Background: an optimization exercise with open tools, aiming at small area, a short achievable clock period and few clock cycles. Do not read the settings as production practice. The RTL was checked by simulation tests, not by an equivalence proof against the original design. Power figures rest on the tool's default switching activity, not on a simulated workload.

[flow/run.sh]
#!/bin/bash
# synth_recipe.tcl (not shown) runs the flow's synth.tcl, then flattens the netlist and writes it again
# the make line also repeats each setting of config.mk as NAME=value (left out here)
make -C /OpenROAD-flow-scripts/flow DESIGN_CONFIG=/design/flow/config.mk WORK_HOME=/design/flow/orfs CLKGATE_MAP_FILE= SYNTH_SCRIPT=/design/flow/synth_recipe.tcl finish
[flow/config.mk]
export PLATFORM = sky130hd
export DESIGN_NAME = move_generator
export DESIGN_NICKNAME = move_generator
export VERILOG_FILES = /design/flow/design.v
export SDC_FILE = /design/flow/constraint.sdc
export NUM_CORES = 4
export LEC_CHECK = 0
export CAP_MARGIN = 30
export CORE_MARGIN = 2
export CORE_UTILIZATION = 40
export SETUP_SLACK_MARGIN = 0.3
export SLEW_MARGIN = 30
[flow/constraint.sdc]
create_clock -name core_clock -period 11.0 [get_ports {clk_in}]
set_input_delay 2.2000 -clock core_clock [delete_from_list [all_inputs] [get_ports {clk_in}]]
set_output_delay 2.2000 -clock core_clock [all_outputs]
set_load 0.01 [all_outputs]
[flow/design.v]
typedef enum logic[2:0] {
    SPECIAL_NONE = 3'b000,
    SPECIAL_EN_PASSANT = 3'b001,
    SPECIAL_CASTLE = 3'b010,
    SPECIAL_UNKNOWN = 3'b011,
    SPECIAL_PROMOTE_KNIGHT = 3'b100,
    SPECIAL_PROMOTE_BISHOP = 3'b101,
    SPECIAL_PROMOTE_ROOK = 3'b110,
    SPECIAL_PROMOTE_QUEEN = 3'b111
} move_special_t;
typedef enum logic[2:0] {
    KNIGHT = 3'b000,
    BISHOP = 3'b001,
    ROOK = 3'b010,
    QUEEN = 3'b011,
    PAWN = 3'b100,
    KING = 3'b101
} piece_t;
typedef struct packed  {
    logic[2:0] rnk;
    logic[2:0] fil;
} coord_t;
typedef struct packed {
    logic [4:0][63:0] pieces;
    logic [63:0] pieces_w;
    coord_t[1:0] kings;
    logic[1:0] checkmate;
    logic[3:0] en_passant;
    logic[1:0][1:0] castle;
    logic[14:0] ply;
    logic[6:0] ply50;
} board_t;
typedef struct packed {
    coord_t src;
    coord_t dst;
    move_special_t special;
} move_t;
typedef logic [15:0] eval_t;
`timescale 1ns / 1ps
`default_nettype none
module king_moves(
    input coord_t sq_in,
    output logic [63:0] mask_out
);
    logic [99:0] full_mask;
    always_comb begin
        logic [7:0] shift_amt;
        shift_amt = sq_in.rnk * 7'd10 + sq_in.fil;
        full_mask = (100'h701C07 << shift_amt);
    end
    generate
        for (genvar rnk = 0; rnk < 8; rnk = rnk + 1) begin
            assign mask_out[rnk * 8 + 7:rnk * 8] = full_mask[rnk * 10 + 18:rnk * 10 + 11];
        end
    endgenerate
endmodule
module knight_moves(
    input coord_t sq_in,
    output logic [63:0] mask_out
);
    logic [143:0] full_mask;
    always_comb begin
        logic [7:0] shift_amt;
        shift_amt = sq_in.rnk * 7'd12 + sq_in.fil;
        full_mask = (144'ha01100001100a << shift_amt);
    end
    generate
        for (genvar rnk = 0; rnk < 8; rnk = rnk + 1) begin
            assign mask_out[rnk * 8 + 7:rnk * 8] = full_mask[rnk * 12 + 33:rnk * 12 + 26];
        end
    endgenerate
endmodule
module rook_moves(
    input coord_t sq_in,
    input wire [63:0] occ_in,
    output logic [63:0] mask_out
);
    function [7:0] rev8(logic [7:0] data);
        logic [7:0] out;
        out[0] = data[7];
        out[1] = data[6];
        out[2] = data[5];
        out[3] = data[4];
        out[4] = data[3];
        out[5] = data[2];
        out[6] = data[1];
        out[7] = data[0];
        rev8 = out;
    endfunction
    logic [63:0] gen_result;
    always_comb begin
        logic [5:0] src;
        logic [63:0] other_occ;
        logic [63:0] rnk_shift;
        logic [63:0] fil_shift;
        logic [7:0] rnk_occ;
        logic [7:0] fil_occ;
        logic [63:0] diag_mask;
        logic [63:0] antidiag_mask;
        logic [7:0] e_atk;
        logic [7:0] w_atk;
        logic [7:0] n_atk;
        logic [7:0] s_atk;
        logic [7:0] rnk_atk;
        logic [7:0] fil_atk;
        src = {sq_in.rnk, sq_in.fil};
        other_occ = occ_in & ~(64'b1 << src);
        rnk_shift = other_occ >> (src & 6'h38);
        rnk_occ = rnk_shift[7:0];
        fil_shift = other_occ >> (src & 6'h07);
        fil_occ = {fil_shift[56], fil_shift[48], fil_shift[40], fil_shift[32], fil_shift[24], fil_shift[16], fil_shift[8], fil_shift[0]};
        e_atk = rnk_occ - (8'b1 << (src & 6'h07));
        w_atk = rev8(rnk_occ) - rev8(8'b1 << (src & 6'h07));
        n_atk = fil_occ - (8'b1 << (src >> 3'h3));
        s_atk = rev8(fil_occ) - rev8(8'b1 << (src >> 3'h3));
        rnk_atk = e_atk ^ rev8(w_atk);
        fil_atk = n_atk ^ rev8(s_atk);
        gen_result = ({56'b0, rnk_atk} << (src & 6'h38)) | ({7'b0, fil_atk[7], 7'b0, fil_atk[6], 7'b0, fil_atk[5], 7'b0, fil_atk[4], 7'b0, fil_atk[3], 7'b0, fil_atk[2], 7'b0, fil_atk[1], 7'b0, fil_atk[0]} << (src & 6'h07));
    end
    assign mask_out = gen_result;
endmodule
module bishop_moves(
    input coord_t sq_in,
    input wire [63:0] occ_in,
    output logic [63:0] mask_out
);
    function [63:0] bs64(logic [63:0] data);
        logic [63:0] out;
        out[7:0]   = data[63:56];
        out[15:8]  = data[55:48];
        out[23:16] = data[47:40];
        out[31:24] = data[39:32];
        out[39:32] = data[31:24];
        out[47:40] = data[23:16];
        out[55:48] = data[15:8];
        out[63:56] = data[7:0];
        bs64 = out;
    endfunction
    logic [63:0] gen_result;
    always_comb begin
        logic [5:0] src;
        logic [63:0] other_occ;
        logic [4:0] diag;
        logic [4:0] antidiag;
        logic [119:0] diag_im;
        logic [119:0] antidiag_im;
        logic [63:0] diag_mask;
        logic [63:0] antidiag_mask;
        logic [63:0] ne_atk;
        logic [63:0] sw_atk;
        logic [63:0] nw_atk;
        logic [63:0] se_atk;
        src = {sq_in.rnk, sq_in.fil};
        other_occ = occ_in & ~(64'b1 << src);
        diag = {1'b0, sq_in.rnk} + {1'b0, ~sq_in.fil};
        antidiag = {1'b0, sq_in.rnk} + {1'b0, sq_in.fil};
        diag_im = 120'h8040201008040201 << {diag, 3'b0};
        antidiag_im = 120'h0102040810204080 << {antidiag, 3'b0};
        diag_mask = diag_im[119:56];
        antidiag_mask = antidiag_im[119:56];
        ne_atk = (other_occ & diag_mask) - (64'b1 << src);
        sw_atk = bs64(other_occ & diag_mask) - bs64(64'b1 << src);
        nw_atk = (other_occ & antidiag_mask) - (64'b1 << src);
        se_atk = bs64(other_occ & antidiag_mask) - bs64(64'b1 << src);
        gen_result = ((ne_atk ^ bs64(sw_atk)) & diag_mask) | ((nw_atk ^ bs64(se_atk)) & antidiag_mask);
    end
    assign mask_out = gen_result;
endmodule
module move_generator(
    input wire    clk_in,
    input wire    rst_in,
    input wire [427:0] board_in,
    input wire    captures_only_in,
    input wire    valid_in,
    output logic [14:0] move_out,
    output logic  valid_out,
    output logic  ready_out
);
    logic [427:0] board_reg;
    logic [427:0] board;
    logic processing;
    assign ready_out = ~processing;
    assign board = valid_in ? board_in : board_reg;
    logic [63:0] occupied;
    logic [63:0] allies;
    logic [63:0] enemies;
    logic [63:0] dest_mask;
    logic caponly;
    logic [63:0] occupied_next;
    logic [63:0] allies_next;
    logic [63:0] enemies_next;
    logic [63:0] dest_mask_next;
    logic is_black;
    function [5:0] ctz64(logic [63:0] data);
        logic [5:0] tz;
        logic [63:0] onehot;
        tz = 6'b000000;
        onehot = data & -data;
        for (integer i = 0; i < 64; i = i + 1) begin
            tz = tz | ({6{onehot[i]}} & i);
        end
        ctz64 = tz;
    endfunction
    always_comb begin
        logic [63:0] ours;
        is_black = board[7];
        ours = is_black ? ~board[107:44] : board[107:44];
        occupied_next = 0;
        for (integer i = 0; i < 5; i = i + 1) begin
            occupied_next = occupied_next | board[108 + 64 * i +: 64];
        end
        occupied_next = occupied_next | (64'b1 << board[37:32]) | (64'b1 << board[43:38]);
        allies_next = occupied_next & ours;
        enemies_next = occupied_next & ~ours;
        dest_mask_next = captures_only_in ? enemies_next : ~allies_next;
    end
    coord_t king_sq;
    logic [63:0] king_all_dst;
    king_moves king_m(.sq_in(king_sq), .mask_out(king_all_dst));
    logic [63:0] king_pl_dst;
    logic [63:0] king_pl_dst_cur;
    logic [14:0] king_move;
    logic [1:0] king_castle;
    logic [1:0] king_castle_state;
    logic [1:0] king_castle_state_cur;
    logic [1:0] king_castle_state_next;
    logic king_move_valid;
    assign king_sq = is_black ? board[43:38] : board[37:32];
    assign king_castle = is_black ? board[25:24] : board[23:22];
    assign king_castle_state_cur = king_castle_state;
    assign king_pl_dst_cur = king_pl_dst;
    always_comb begin
        logic [7:0] king_rank_occ;
        king_move = '0;
        king_castle_state_next = king_castle_state_cur;
        king_rank_occ = is_black ? occupied[63:56] : occupied[7:0];
        if (king_pl_dst_cur != 0) begin
            king_move_valid = 1;
            king_move[14:9] = king_sq;
            king_move[8:3] = ctz64(king_pl_dst_cur);
            king_move[2:0] = SPECIAL_NONE;
        end else if (king_castle_state_cur == 2'b00 && king_castle[0] && king_rank_occ[6:5] == 2'b0) begin
            king_move_valid = 1;
            king_move[14:9] = king_sq;
            king_move[8:3] = (king_sq & 6'h38) | (6'h06);
            king_move[2:0] = SPECIAL_CASTLE;
            king_castle_state_next = 2'b1;
        end else if (king_castle_state_cur < 2'b10 && king_castle[1] && king_rank_occ[3:1] == 3'b0) begin
            king_move_valid = 1;
            king_move[14:9] = king_sq;
            king_move[8:3] = (king_sq & 6'h38) | (6'h02);
            king_move[2:0] = SPECIAL_CASTLE;
            king_castle_state_next = 2'b10;
        end else begin
            king_move_valid = 0;
        end
    end
    logic [5:0] knight_dst;
    logic [63:0] knight_avail;
    logic [63:0] knight_avail_cur;
    logic [5:0] knight_gen;
    logic [63:0] knight_all_dst;
    knight_moves knight_m(.sq_in(knight_gen), .mask_out(knight_all_dst));
    logic [63:0] knight_pl_dst;
    logic [63:0] knight_pl_dst_cur;
    logic [14:0] knight_move;
    logic knight_move_valid;
    logic knight_go_next;
    logic knight_new;
    assign knight_avail_cur = knight_avail;
    assign knight_gen = ctz64(knight_avail_cur);
    assign knight_pl_dst_cur = knight_pl_dst;
    always_comb begin
        knight_move = '0;
        knight_dst = '0;
        if (knight_avail_cur != 0 && knight_pl_dst_cur != 0) begin
            knight_dst = ctz64(knight_pl_dst_cur);
            knight_move_valid = 1;
            knight_move[14:9] = knight_gen;
            knight_move[8:3] = knight_dst;
            knight_move[2:0] = SPECIAL_NONE;
            knight_go_next = (knight_pl_dst_cur & (knight_pl_dst_cur - 64'b1)) == 0;
        end else begin
            knight_move_valid = 0;
            knight_go_next = 1;
        end
    end
    logic [5:0] bishop_dst;
    logic [63:0] bishop_avail;
    logic [63:0] bishop_avail_cur;
    logic [5:0] bishop_gen;
    logic [63:0] bishop_all_dst;
    bishop_moves bishop_m(.sq_in(bishop_gen), .occ_in(occupied), .mask_out(bishop_all_dst));
    logic [63:0] bishop_pl_dst;
    logic [63:0] bishop_pl_dst_cur;
    logic [14:0] bishop_move;
    logic bishop_move_valid;
    logic bishop_go_next;
    logic bishop_new;
    assign bishop_avail_cur = bishop_avail;
    assign bishop_gen = ctz64(bishop_avail_cur);
    assign bishop_pl_dst_cur = bishop_pl_dst;
    always_comb begin
        bishop_move = '0;
        bishop_dst = '0;
        if (bishop_avail_cur != 0 && bishop_pl_dst_cur != 0) begin
            bishop_dst = ctz64(bishop_pl_dst_cur);
            bishop_move_valid = 1;
            bishop_move[14:9] = bishop_gen;
            bishop_move[8:3] = bishop_dst;
            bishop_move[2:0] = SPECIAL_NONE;
            bishop_go_next = (bishop_pl_dst_cur & (bishop_pl_dst_cur - 64'b1)) == 0;
        end else begin
            bishop_move_valid = 0;
            bishop_go_next = 1;
        end
    end
    logic [5:0] rook_dst;
    logic [63:0] rook_avail;
    logic [63:0] rook_avail_cur;
    logic [5:0] rook_gen;
    logic [63:0] rook_all_dst;
    rook_moves rook_m(.sq_in(rook_gen), .occ_in(occupied), .mask_out(rook_all_dst));
    logic [63:0] rook_pl_dst;
    logic [63:0] rook_pl_dst_cur;
    logic [14:0] rook_move;
    logic rook_move_valid;
    logic rook_go_next;
    logic rook_new;
    assign rook_avail_cur = rook_avail;
    assign rook_gen = ctz64(rook_avail_cur);
    assign rook_pl_dst_cur = rook_pl_dst;
    always_comb begin
        rook_move = '0;
        rook_dst = '0;
        if (rook_avail_cur != 0 && rook_pl_dst_cur != 0) begin
            rook_dst = ctz64(rook_pl_dst_cur);
            rook_move_valid = 1;
            rook_move[14:9] = rook_gen;
            rook_move[8:3] = rook_dst;
            rook_move[8:3] = ctz64(rook_pl_dst_cur);
            rook_move[2:0] = SPECIAL_NONE;
            rook_go_next = (rook_pl_dst_cur & (rook_pl_dst_cur - 64'b1)) == 0;
        end else begin
            rook_move_valid = 0;
            rook_go_next = 1;
        end
    end
    logic [5:0] pawn_dst;
    logic [63:0] local_occ;
    logic [63:0] local_opp;
    logic [5:0] fw_inc;
    logic is_start_rank;
    logic can_ep;
    logic is_promote_rank;
    logic has_fw;
    logic has_fw2;
    logic has_lcap;
    logic has_rcap;
    logic [63:0] pawn_avail;
    logic [63:0] pawn_avail_cur;
    logic [5:0] pawn_gen;
    logic [3:0] pawn_move_state;
    logic [3:0] pawn_move_state_cur;
    logic [3:0] pawn_move_state_next;
    logic [14:0] pawn_move;
    logic pawn_move_valid;
    logic pawn_go_next;
    logic pawn_new;
    assign pawn_avail_cur = pawn_avail;
    assign pawn_gen = ctz64(pawn_avail_cur);
    assign pawn_move_state_cur = pawn_move_state;
    function [63:0] bs64(logic [63:0] data);
        logic [63:0] out;
        out[7:0]   = data[63:56];
        out[15:8]  = data[55:48];
        out[23:16] = data[47:40];
        out[31:24] = data[39:32];
        out[39:32] = data[31:24];
        out[47:40] = data[23:16];
        out[55:48] = data[15:8];
        out[63:56] = data[7:0];
        bs64 = out;
    endfunction
    always_comb begin
        pawn_move = '0;
        pawn_dst = '0;
        local_occ = '0;
        local_opp = '0;
        fw_inc = '0;
        is_start_rank = '0;
        can_ep = '0;
        is_promote_rank = '0;
        has_fw = '0;
        has_fw2 = '0;
        has_lcap = '0;
        has_rcap = '0;
        pawn_move_state_next = pawn_move_state_cur;
        if (pawn_avail_cur != 0) begin
            local_occ = is_black ? bs64(occupied) >> {~pawn_gen[5:3], pawn_gen[2:0]} : occupied >> pawn_gen;
            local_opp = is_black ? bs64(occupied & board[107:44]) >> {~pawn_gen[5:3], pawn_gen[2:0]} : (occupied & ~board[107:44]) >> pawn_gen;
            fw_inc = is_black ? 6'b111000 : 6'b001000;
            is_start_rank = pawn_gen[5:3] == (is_black ? 3'b110 : 3'b001);
            can_ep = (pawn_gen[5:3] == (is_black ? 3'b011 : 3'b100)) && board[29];
            is_promote_rank = pawn_gen[5:3] == (is_black ? 3'b001 : 3'b110);
            has_fw = ~local_occ[8];
            has_fw2 = has_fw && ~local_occ[16] && is_start_rank;
            has_lcap = (pawn_gen[2:0] != 3'b000) && (local_opp[7] || (pawn_gen[2:0] == board[28:26] + 3'b001 && can_ep));
            has_rcap = (pawn_gen[2:0] != 3'b111) && (local_opp[9] || (pawn_gen[2:0] == board[28:26] - 3'b001 && can_ep));
            if (pawn_move_state_cur <= 4'b0011 && has_fw) begin
                pawn_dst = pawn_gen + fw_inc;
                pawn_move_valid = 1;
                pawn_move[14:9] = pawn_gen;
                pawn_move[8:3] = pawn_dst;
                pawn_move[2:0] = is_promote_rank ? move_special_t'({1'b1, pawn_move_state_cur[1:0]}) : SPECIAL_NONE;
                pawn_move_state_next = is_promote_rank ? pawn_move_state_cur + 4'b1 : (has_fw2 ? 4'b1101 : 4'b0100);
                pawn_go_next = ~has_fw2 & ~has_lcap & ~has_rcap & (~is_promote_rank || pawn_move_state_cur == 4'b0011);
            end else if (pawn_move_state_cur == 4'b1101 && has_fw2) begin
                pawn_dst = pawn_gen + (fw_inc << 1);
                pawn_move_valid = 1;
                pawn_move[14:9] = pawn_gen;
                pawn_move[8:3] = pawn_dst;
                pawn_move[2:0] = SPECIAL_NONE;
                pawn_move_state_next = 4'b0100;
                pawn_go_next = ~has_lcap & ~has_rcap;
            end else if (pawn_move_state_cur <= 4'b0111 && has_lcap) begin
                pawn_dst = pawn_gen + fw_inc - 1;
                pawn_move_valid = 1;
                pawn_move[14:9] = pawn_gen;
                pawn_move[8:3] = pawn_dst;
                pawn_move[2:0] = is_promote_rank ? move_special_t'({1'b1, pawn_move_state_cur[1:0]}) : SPECIAL_NONE;
                pawn_move_state_next = is_promote_rank ? pawn_move_state_cur + 4'b1 : 4'b1000;
                pawn_go_next = ~has_rcap & (~is_promote_rank || pawn_move_state_cur == 4'b0111);
            end else if (pawn_move_state_cur <= 4'b1011 && has_rcap) begin
                pawn_dst = pawn_gen + fw_inc + 1;
                pawn_move_valid = 1;
                pawn_move[14:9] = pawn_gen;
                pawn_move[8:3] = pawn_dst;
                pawn_move[2:0] = is_promote_rank ? move_special_t'({1'b1, pawn_move_state_cur[1:0]}) : SPECIAL_NONE;
                pawn_move_state_next = is_promote_rank ? pawn_move_state_cur + 4'b1 : 4'b1100;
                pawn_go_next = ~is_promote_rank || pawn_move_state_cur == 4'b1011;
            end else begin
                pawn_move_state_next = pawn_move_state_cur;
                pawn_move_valid = 0;
                pawn_go_next = 1;
            end
        end else begin
            pawn_move_valid = 0;
            pawn_go_next = 1;
        end
    end
    logic king_castle_pending;
    always_comb begin
        logic [1:0] castle_r;
        logic [7:0] rank_occ_r;
        castle_r = board_reg[7] ? board_reg[25:24] : board_reg[23:22];
        rank_occ_r = board_reg[7] ? occupied[63:56] : occupied[7:0];
        king_castle_pending = (king_castle_state == 2'b00 && castle_r[0] && rank_occ_r[6:5] == 2'b0) ||
            (king_castle_state < 2'b10 && castle_r[1] && rank_occ_r[3:1] == 3'b0);
    end
    assign processing = (
        king_pl_dst_cur != 0 ||
        king_castle_pending ||
        knight_avail_cur != 0 ||
        bishop_avail_cur != 0 ||
        rook_avail_cur != 0 ||
        pawn_avail_cur != 0
    );
    logic skip_king;
    logic skip_knight;
    logic skip_bishop;
    logic skip_rook;
    logic skip_pawn;
    assign skip_king = 0;
    assign skip_knight = skip_king | king_move_valid;
    assign skip_bishop = skip_knight | (~knight_new & knight_move_valid);
    assign skip_rook = skip_bishop | (~bishop_new & bishop_move_valid);
    assign skip_pawn = skip_rook | (~rook_new & rook_move_valid);
    always_ff @(posedge clk_in) begin
        if (rst_in) begin
            king_pl_dst <= 0;
            king_castle_state <= 2'b11;
            knight_avail <= 0;
            bishop_avail <= 0;
            rook_avail <= 0;
            pawn_avail <= 0;
            valid_out <= 1'b0;
        end else begin
            if (valid_in) begin
                board_reg <= board_in;
                occupied <= occupied_next;
                allies <= allies_next;
                enemies <= enemies_next;
                dest_mask <= dest_mask_next;
                caponly <= captures_only_in;
                king_pl_dst <= king_all_dst & dest_mask_next;
                knight_avail <= board[171:108] & allies_next;
                bishop_avail <= (board[235:172] | board[363:300]) & allies_next;
                rook_avail <= (board[299:236] | board[363:300]) & allies_next;
                pawn_avail <= board[427:364] & allies_next;
                king_castle_state <= 0;
                knight_new <= 1;
                bishop_new <= 1;
                rook_new <= 1;
                pawn_new <= 1;
                valid_out <= 1'b0;
            end else begin
                valid_out <= 1'b0;
                knight_new <= 0;
                bishop_new <= 0;
                rook_new <= 0;
                pawn_new <= 0;
                if (king_move_valid && ~skip_king) begin
                    move_out <= king_move;
                    valid_out <= 1'b1;
                    king_pl_dst <= king_pl_dst & (king_pl_dst - 64'b1);
                    king_castle_state <= king_castle_state_next;
                end
                if (knight_new) begin
                    knight_pl_dst <= knight_all_dst & dest_mask;
                    knight_new <= 0;
                end else begin
                    if (knight_move_valid & ~skip_knight) begin
                        move_out <= knight_move;
                        valid_out <= 1'b1;
                        knight_pl_dst <= knight_pl_dst_cur & (knight_pl_dst_cur - 64'b1);
                    end
                    if (~(knight_move_valid & skip_knight) & knight_go_next) begin
                        knight_new <= 1;
                        knight_avail <= knight_avail_cur & (knight_avail_cur - 64'b1);
                    end
                end
                if (bishop_new) begin
                    bishop_pl_dst <= bishop_all_dst & dest_mask;
                    bishop_new <= 0;
                end else begin
                    if (bishop_move_valid & ~skip_bishop) begin
                        move_out <= bishop_move;
                        valid_out <= 1'b1;
                        bishop_pl_dst <= bishop_pl_dst_cur & (bishop_pl_dst_cur - 64'b1);
                    end
                    if (~(bishop_move_valid & skip_bishop) & bishop_go_next) begin
                        bishop_new <= 1;
                        bishop_avail <= bishop_avail_cur & (bishop_avail_cur - 64'b1);
                    end
                end
                if (rook_new) begin
                    rook_pl_dst <= rook_all_dst & dest_mask;
                    rook_new <= 0;
                end else begin
                    if (rook_move_valid & ~skip_rook) begin
                        move_out <= rook_move;
                        valid_out <= 1'b1;
                        rook_pl_dst <= rook_pl_dst_cur & (rook_pl_dst_cur - 64'b1);
                    end
                    if (~(rook_move_valid & skip_rook) & rook_go_next) begin
                        rook_new <= 1;
                        rook_avail <= rook_avail_cur & (rook_avail_cur - 64'b1);
                    end
                end
                if (pawn_new) begin
                    pawn_move_state <= caponly ? 4'b0100 : 4'b0000;
                    pawn_new <= 0;
                end else begin
                    if (pawn_move_valid & ~skip_pawn) begin
                        move_out <= pawn_move;
                        valid_out <= 1'b1;
                        pawn_move_state <= pawn_move_state_next;
                    end
                    if (~(pawn_move_valid & skip_pawn) &  & pawn_go_next) begin
                        pawn_new <= 1;
                        pawn_avail <= pawn_avail_cur & (pawn_avail_cur - 64'b1);
                    end
                end
            end
        end
    end
endmodule
`default_nettype wire
==> impl_metrics.json <==
{
  "outcome": "no timing/DRC/antenna violations",
  "routed-via-count": 88300,
  "netlist-cell-type-count": 105,
  "final.setup.tns_ns": 0,
  "route.detailed.wl_per_inst_um": 39.4,
  "place.port_buffers": 425,
  "synth_top_cells_by_count": "sky130_fd_sc_hd__nand2_1 (1165), sky130_fd_sc_hd__nor2_1 (988), sky130_fd_sc_hd__edfxtp_1 (749)",
  "setup-violations-final": 0,
  "post_synth_fa_ha_maj_area_fraction": 0.0351,
  "count_of_standard_cell_rows": 162,
  "ctsHtreeMaxLevel": 4,
  "syn_to_final_growth_pct": 17.2,
  "grt_pass1_wl_um": 665000,
  "worst_setup_hold_path_clk_slew_ns": 0.06,
  "synth_ff_type": "sky130_fd_sc_hd__edfxtp_1",
  "synth_top_family_by_area": "simple AND/OR/NAND/NOR gates",
  "numClockSinks": 1072,
  "max-slew-margin-rel": 0.190,
  "most_common_cell_in_the_netlist": "sky130_fd_sc_hd__nand2_1",
  "timing.rr.start": "bishop_avail[8]$_SDFFE_PP0P_",
  "mappedNetlistNets": 10100,
  "firstDrtPassIters": 9,
  "die_area_sq_um": 199000,
  "grt_use_total": 0.484,
  "antenna_found_initial": 75,
  "clock_path_buffers": 3,
  "fp.coreArea_sq_um": 195000,
  "numCtsBuffers": 130,
  "post_route_cells_drive_above_1_share": 0.108,
  "gp_routability_congestion": 1.14,
  "critPathArrivalTime_ns": 10.91,
  "netlist_area_sq_um": 78200,
  "chip_height_um": 446,
  "worstReg2RegEnd": "bishop_pl_dst[23]$_DFFE_PP_",
  "reg2regPathDepth": 35,
  "period_share": 0.941,
  "final_max_tran_viols": 0,
  "flop_and_latch_count_out_of_synthesis": 1072,
  "postCtsHoldBufs": 0,
  "io-pin-count": 449,
  "crit_path_top_delay_cell": "sky130_fd_sc_hd__or4b_1",
  "num-nets-final": 10500,
  "synth-seq-area-share": 0.370,
  "timing_worst_slew_pin_value_ns": 1.21,
  "cp_class": "reg2reg",
  "netlist_instances": 9488,
  "crit_path_end": "bishop_pl_dst[23]$_DFFE_PP_",
  "die_width_um": 446,
  "grt_start_max_net_pins": 149,
  "clock_tree_from_tritoncts": "built",
  "rsz0062_at_grt": "no",
  "multi_input_gate_area_in_the_final_layout_sq_um": 46800,
  "yosysWarnings": 5,
  "synth_largest_type_area_fraction": 0.288,
  "first_global_vias": 79700,
  "drtAntennaViolNets": 0,
  "cp-end-kind": "register",
  "starting_density_of_the_core": 0.402,
  "routed_wl_um": 498000,
  "largest_reg_flops": 405,
  "synth-simple-area-share": 0.254,
  "grt-ovfl-total": 0,
  "peakVddDrop_uv": 837,
  "post_synth.cell_area_avg_sq_um": 8.24,
  "total_power_uw": 39200,
  "async_flop_share": 0,
  "slowest_delay_ns": 0.63,
  "p_leak_uw": 0.0345,
  "fin_worst_skew_ns": 0.0511,
  "synth.area.mux_share": 0.0648,
  "area.sequential_sq_um": 29000,
  "min_tclk_post_route_ns": 10.35,
  "crit_path_frequent_cell": "sky130_fd_sc_hd__or3_1",
  "final-hold-violation-count": 0,
  "synth-compound-area-share": 0.220,
  "startpoint": "bishop_avail[8]$_SDFFE_PP0P_",
  "insertion_delay_ns": 0.88,
  "holdCritPathClass": "reg2reg",
  "synthDominantAreaCellType": "sky130_fd_sc_hd__edfxtp_1",
  "power.density_cell_area_nw_per_um2": 427,
  "synth.area.top_cells": "sky130_fd_sc_hd__edfxtp_1 (29%), sky130_fd_sc_hd__dfxtp_1 (8.3%), sky130_fd_sc_hd__nand2_1 (5.6%), sky130_fd_sc_hd__mux2_2 (4.8%), sky130_fd_sc_hd__nor2_1 (4.7%)",
  "max_freq_mhz": 96.6,
  "cts-root-buf": "sky130_fd_sc_hd__clkbuf_16",
  "drv_cap": 0,
  "critical_path.startpoint_type": "register",
  "r2r_setup_slack_ns": 0.65,
  "drt_first_iter_violations": 14900,
  "avgViaCountPerCell": 6.99,
  "synth_xor_xnor_area_share": 0.0150,
  "number_of_enable_type_register_cells_in_the_synthesized_netlist": 749,
  "remaining_drc_errors": 0,
  "nFillCells": 19300,
  "cp_max_fo": 7,
  "hpwl_um": 397000,
  "worstPathRequired_ns": 11.55
}
-- through the flow --
step	hold slack [ns]	cells	area [sq um]	utilization	setup WS, ns
6_report	0.484	12600	91700	0.471	0.646
3_5_place_dp	0.476	12300	86800	0.446	0.156
3_3_place_gp	0.464	12300	86600	0.445	0.303
4_1_cts	0.485	12600	91200	0.469	0.306
2_1_floorplan	0.444	9488	78200	-	0.929
5_1_grt	0.510	12600	91600	0.471	0.327
-- where the power goes --
group	internal (uW)	leakage [uW]	total, uW	switching, uW
Combinational	8400	0.0226	29000	20600
Sequential	4900	0.00979	5540	641
Clock	2610	0.00214	4630	2020
Total	15900	0.0345	39200	23300
-- critical path: cells and delay by family (launching register included) --
family,cells,cell delay [ns]
AND/OR/NAND/NOR,20,5.67
buffers and inverters,2,0.38
adder cells (fa/ha/maj),3,1.05
AO/OA/AOI/OAI,9,2.29
XOR/XNOR,1,0.34
flip-flops,1,0.35
-- layer usage --
| metal | wire length (um) | part of all wire | GRT usage | up-vias |
|---|---|---|---|---|
| met5 | 442 | 0.00089 | 0.00733 | - |
| met3 | 65500 | 0.13 | 0.161 | 1591 |
| li1 | - | - | - | 37100 |
| met1 | 180000 | 0.36 | 0.595 | 42800 |
| met4 | 56000 | 0.11 | 0.446 | 36 |
| met2 | 197000 | 0.39 | 0.661 | 6851 |
-- cells in the final DEF (no fill, tap or decap), drive strengths merged, types with 124 or more instances in the layout --
cell	synthesis	layout
a21o	149	149
a21oi	625	625
a31oi	124	124
and3	181	181
buf	90	324
clkbuf	357	177
clkdlybuf4s50	0	422
dfxtp	323	323
edfxtp	749	749
ha	177	177
inv	356	366
mux2	333	333
mux2i	132	132
nand2	1166	1166
nand3	487	487
nand4	160	160
nor2	990	990
nor3	380	380
nor4	211	211
o211ai	162	162
o21ai	603	603
o22ai	223	223
-- timing repair --
item / 4_1_cts / 5_1_grt
resized for setup: 2 / 17
buffers inserted: 0 / 2
pin swaps: 0 / 1
endpoints found under the setup margin: 6 / 55
-- worst min-delay path by stage --
stage                                             start                             to  slack, ns  cells past startpoint
after floorplan             rook_avail[22]$_SDFFE_PP0P_    rook_avail[22]$_SDFFE_PP0P_       0.44                      2
after global placement    bishop_avail[10]$_SDFFE_PP0P_  bishop_avail[10]$_SDFFE_PP0P_       0.46                      2
after detailed placement  bishop_avail[17]$_SDFFE_PP0P_  bishop_avail[17]$_SDFFE_PP0P_       0.48                      2
after CTS                 bishop_avail[10]$_SDFFE_PP0P_  bishop_avail[10]$_SDFFE_PP0P_       0.48                      2
after global routing        rook_avail[16]$_SDFFE_PP0P_    rook_avail[16]$_SDFFE_PP0P_       0.51                      2
final                     bishop_avail[10]$_SDFFE_PP0P_  bishop_avail[10]$_SDFFE_PP0P_       0.48                      2
-- cells by family after synthesis --
family	count (synthesis)
DFF	1072
buffers and inverters	811
and+or+nand+nor	4130
xor gates and xnor gates	134
muxes	465
adders and majority gates	217
AOI/OAI and AO/OA	2659
-- cell type report --
class                   instances  share of cell area
diodes                         62             0.00169
clock buffers                 171              0.0391
well taps                    2542              0.0347
clock inverters                69             0.00890
repair buffers                752              0.0740
inverters                     364              0.0151
multi-input cells            7605               0.511
flip-flops and latches       1072               0.316
Testbench counts, summed over its fixed seeds: cycles 105,954.

static timing again, ports no longer ideal:
Ports are ideal in the flow. The routed layout listed here was re-timed in OpenROAD.
Step 1: set_driving_cell puts a clkbuf_16 on clk_in and a buf_2 on each other input, an assumption about the parent block.
Step 2 moves the port delays by t, midway between the first and last clock arrival at a register: inputs arrive t later, outputs are due t later. That takes back most of the time a late clock gives input paths.
Three values: no drivers, after step 1, after step 2; two values: the first two.
t (ns): 0.960
setup WS [ns]: 0.646 / 0.646 / 0.646
clock arrival spread, ns: 0.051 / 0.052
worst register clock-pin slew, ns: 0.07 / 0.07
After both steps this run still meets setup and hold. The setup slack of this run moves by 0.000 ns with the drivers and by 0.000 ns with both steps.
